This is an optimization exercise on Yosys and OpenROAD, whose aim is small area, a short achievable clock period and few clock cycles per item, not a production implementation.
RTL that was checked went through simulation tests only; none was proved equivalent to the original.
No activity file was given, so power comes from the tool's default toggle rates.

==> trial 35: inputs <==
## fir
module fir (
    input  wire        ap_clk,
    input  wire        ap_rst,
    input  wire        ap_start,
    output wire        ap_done,
    output wire        ap_idle,
    output wire        ap_ready,
    output wire [31:0] y,
    output wire        y_ap_vld,
    output wire [3:0]  c_address0,
    output wire        c_ce0,
    input  wire [31:0] c_q0,
    input  wire [31:0] x
);
clock: 8.5 ns
lec_check: 0
cap_margin: 20
core_margin: 2
core_utilization: 40
place_density: 0.6
slew_margin: 20
run.sh (not shown) runs the stock make flow with config.mk's settings and CLKGATE_MAP_FILE= SYNTH_SCRIPT=/design/flow/synth_recipe.tcl, a recipe that flattens the netlist after the stock synthesis.
==> inputs of trial 41, as changes to trial 35 <==
Settings changed: ABC_CLOCK_PERIOD_IN_PS set to 4000, CORE_UTILIZATION 40 to 60, PLACE_DENSITY 0.6 to 0.7, SETUP_SLACK_MARGIN set to 4.0.
==> inputs of build 27, as changes to trial 35 <==
Settings changed: ABC_CLOCK_PERIOD_IN_PS set to 3500, SETUP_SLACK_MARGIN set to 4.5.
==> summary.txt <==
Sequential power is about the same in trial 41 and build 27. Sequential share of layout area: trial 35 > trial 41 > build 27. Of build 27 and trial 35, build 27 has the higher via count (gap 5.6%, measured against trial 35). Routed wire length, highest first: build 27, trial 35, trial 41. In trial 41 the combinational power is smaller than in build 27, by about 2.3%. Against trial 41, the register-to-register slack of build 27 is higher by 0.33 ns.
Testbench counts of trial 35, summed over its fixed seeds: cycles 22,400, items 1,600.
Testbench counts of trial 41, summed over its fixed seeds: cycles 22,400, items 1,600.
Testbench counts of build 27, summed over its fixed seeds: cycles 22,400, items 1,600.

==> run a: inputs <==
Another version of the RTL of fir (not shown whole).
==> flow/design.v (excerpt) <==
module fir (
    input  wire        ap_clk,
    input  wire        ap_rst,
    input  wire        ap_start,
    output wire        ap_done,
    output wire        ap_idle,
    output wire        ap_ready,
    output wire [31:0] y,
    output wire        y_ap_vld,
    output wire [3:0]  c_address0,
    output wire        c_ce0,
    input  wire [31:0] c_q0,
    input  wire [31:0] x
);
reg  [3:0]  cnt;       
reg  [3:0]  ph;        
reg  [3:0]  nvalid;    
reg         done_q;
reg         clr;       
reg  [31:0] ring [0:9];
reg  [31:0] c_reg;
reg  [15:0] bone, btwo, bneg;
reg  [31:0] acc_s, acc_c;
reg  [1:0]  acc_t;      
reg  [31:0] acc_e;      
wire ld_ring = (cnt >= 4'd1) && (cnt <= 4'd10);
assign ap_idle    = ~ap_start;
assign ap_done    = done_q;
assign ap_ready   = done_q;
assign y_ap_vld   = done_q;
assign y          = c_reg;
assign c_ce0      = ap_start;
assign c_address0 = (cnt == 4'd10) ? 4'd0 : ((ph == 4'd9) ? 4'd1 : ph + 4'd2);
always @(posedge ap_clk) begin
    if (ap_rst) begin
        cnt    <= 4'd0;
        done_q <= 1'b0;
        clr    <= 1'b0;
        ph     <= 4'd0;
        nvalid <= 4'd0;
    end else begin
        if (cnt == 4'd0)
            cnt <= {3'd0, ap_start};
        else if (cnt == 4'd14)
            cnt <= 4'd0;
        else
            cnt <= cnt + 4'd1;
        done_q <= (cnt == 4'd13);
        clr    <= (cnt == 4'd1);
        if (done_q) begin
            ph <= (ph >= 4'd8) ? ph - 4'd8 : ph + 4'd2;
            if (nvalid != 4'd10)
                nvalid <= nvalid + 4'd1;
        end else begin
            ph <= (ph == 4'd9) ? 4'd0 : ph + 4'd1;
        end
    end
end
integer r;
always @(posedge ap_clk) begin
    for (r = 0; r < 9; r = r + 1)
        ring[r] <= ring[r + 1];
    ring[9] <= (ld_ring && ph == 4'd9) ? x : ring[0];
end
wire [31:0] dsel = (cnt == 4'd11) ? x : ((ph < nvalid) ? ring[0] : 32'd0);
wire [32:0] dx   = {dsel, 1'b0};
integer g;
always @(posedge ap_clk) begin
  ...
export LEC_CHECK = 0
export CAP_MARGIN = 5
export CORE_MARGIN = 2
export CORE_UTILIZATION = 70
export CTS_BUF_LIST = sky130_fd_sc_hd__clkbuf_8
export CTS_CLUSTER_DIAMETER = 70
export CTS_CLUSTER_SIZE = 22
export PLACE_DENSITY = 0.78
export SETUP_SLACK_MARGIN = 4.8
export SLEW_MARGIN = 5
export TNS_END_PERCENT = 30
create_clock -name core_clock -period 8.5 [get_ports {ap_clk}]
standard.sh (not shown) runs the stock make flow with config.mk's settings and CLKGATE_MAP_FILE= SYNTH_SCRIPT=/design/flow/synth_recipe.tcl, a recipe that flattens the netlist after the stock synthesis.
==> flow/flow/run.sh <==
#!/bin/bash
# Standard ORFS layout, with two changes:
#  1. after the standard synthesis, flow/polarity.py re-chooses the polarity of the full adders
#     and XOR gates to drop inverters (same function, same registers);
#  2. ports are buffered with buf_2 instead of the flow's default buffer.
set -euo pipefail
W=$(pwd)
R=$W/orfs/results/$FLOW_PLATFORM/fir/base
bash standard.sh "$R/1_2_yosys.v" > synth.log 2>&1
cp "$R/1_2_yosys.v" "$W/1_2_yosys_standard.v"
python3 flow/polarity.py "$W/1_2_yosys_standard.v" "$R/1_2_yosys.v" > polarity.log 2>&1
export BUFFER_PORTS_ARGS="-buffer_cell sky130_fd_sc_hd__buf_2"
bash standard.sh > layout.log 2>&1
Other scripts of this flow, unchanged in this note and not shown: flow/flow/polarity.py
==> run b: changes against run a <==
--- a/flow/design.v
+++ b/flow/design.v
@@ -13,12 +13,13 @@
     input  wire [31:0] x
 );
 reg  [3:0]  cnt;       
 reg  [3:0]  ph;        
 reg  [3:0]  nvalid;    
 reg         done_q;
+reg         rd_q;      
 reg         clr;       
 reg  [31:0] ring [0:9];
 reg  [31:0] c_reg;
 reg  [15:0] bone, btwo, bneg;
 reg  [31:0] acc_s, acc_c;
 reg  [1:0]  acc_t;      
@@ -26,29 +27,31 @@
 wire ld_ring = (cnt >= 4'd1) && (cnt <= 4'd10);
 assign ap_idle    = ~ap_start;
 assign ap_done    = done_q;
 assign ap_ready   = done_q;
 assign y_ap_vld   = done_q;
 assign y          = c_reg;
-assign c_ce0      = ap_start;
+assign c_ce0      = ap_start & rd_q;
 assign c_address0 = (cnt == 4'd10) ? 4'd0 : ((ph == 4'd9) ? 4'd1 : ph + 4'd2);
 always @(posedge ap_clk) begin
     if (ap_rst) begin
         cnt    <= 4'd0;
         done_q <= 1'b0;
+        rd_q   <= 1'b1;
         clr    <= 1'b0;
         ph     <= 4'd0;
         nvalid <= 4'd0;
     end else begin
         if (cnt == 4'd0)
             cnt <= {3'd0, ap_start};
         else if (cnt == 4'd14)
             cnt <= 4'd0;
         else
             cnt <= cnt + 4'd1;
         done_q <= (cnt == 4'd13);
+        rd_q   <= (cnt <= 4'd9) || (cnt == 4'd14);    
         clr    <= (cnt == 4'd1);
         if (done_q) begin
             ph <= (ph >= 4'd8) ? ph - 4'd8 : ph + 4'd2;
             if (nvalid != 4'd10)
                 nvalid <= nvalid + 4'd1;
         end else begin
- CTS_CLUSTER_DIAMETER: 70 -> 60
- CTS_CLUSTER_SIZE: 22 -> 16
==> summary.txt <==
item                                                                             run a        run b
Postcts setup bufs                                                                   9            5
Routed via count divided by cell count                                            6.02         6.27
Number of vias after detailed routing                                           16,200       17,200
WL met3                                                                        4290 um      7020 um
Number of cells after detailed placement                                         2,628        2,673
Capturing point of the worst reg2reg path                                    acc_e[27]    acc_e[30]
Arrival time at the worst endpoint                                             1.96 ns      2.10 ns
Comb power frac                                                                  0.181        0.185
Post-layout total power                                                      0.00456 W    0.00475 W
Vias in the first global route                                                  17,100       18,400
Beginning of the worst register-to-register path                                   clr     c_reg[9]
Fraction of final layout cells with drive strength greater than 1                0.139        0.142
Global-route wire length before repair                                       93,700 um   102,000 um
Syn_nets                                                                         2,585        2,623
Total half-perimeter wirelength after legalization and detailed placement    41,900 um    44,100 um
# nets final                                                                     2,612        2,666
Maximum clock rate                                                             273 MHz      263 MHz
Register share of the cell area                                                  0.373        0.368
Startpoint of the most critical hold path                                  ring[1][10]  ring[1][19]
Largest net degree at the start of global routing                                   62           42
Mapped Cells                                                                     2,189        2,227
Status                                                no timing/DRC/antenna violations  no timing/DRC/antenna violations
Detailed-route wire length per cell                                            22.0 um      23.7 um
Testbench counts of run a, summed over its fixed seeds: cycles 24,000, items 1,600.
No functional check of the RTL was part of run b.

[separate check: timing with driven ports]
How much do the figures lean on ideal ports? The routed layouts below were timed once more, with nothing changed but the port constraints.
Step 1: set_driving_cell puts a clkbuf_16 on ap_clk and a buf_2 on each other input, an assumption about the parent block.
Step 2 times the ports against the registers' clock, not the clock port: input delays grow and output delays shrink by t, the midpoint of the rising clock arrivals with the driver on.
a / b / c = ideal ports / drivers / drivers and shift; a / b = the first two.
run	t, ns	setup slack, ns	latest minus earliest clock arrival (ns)	cell pins on the clock port's net
trial 35	0.633	2.597 / 2.536 / 3.169	0.020 / 0.021	1
trial 41	0.629	3.454 / 3.397 / 4.026	0.021 / 0.022	1
build 27	0.625	3.543 / 3.485 / 4.110	0.032 / 0.032	1
run a	0.639	4.837 / 4.818 / 4.818	0.046 / 0.046	1
run b	0.679	4.704 / 4.677 / 4.677	0.038 / 0.038	1
After both steps every run listed still meets setup and hold. The setup slack of run b, which loses most, moves by -0.027 ns with the drivers and by -0.027 ns with both steps.
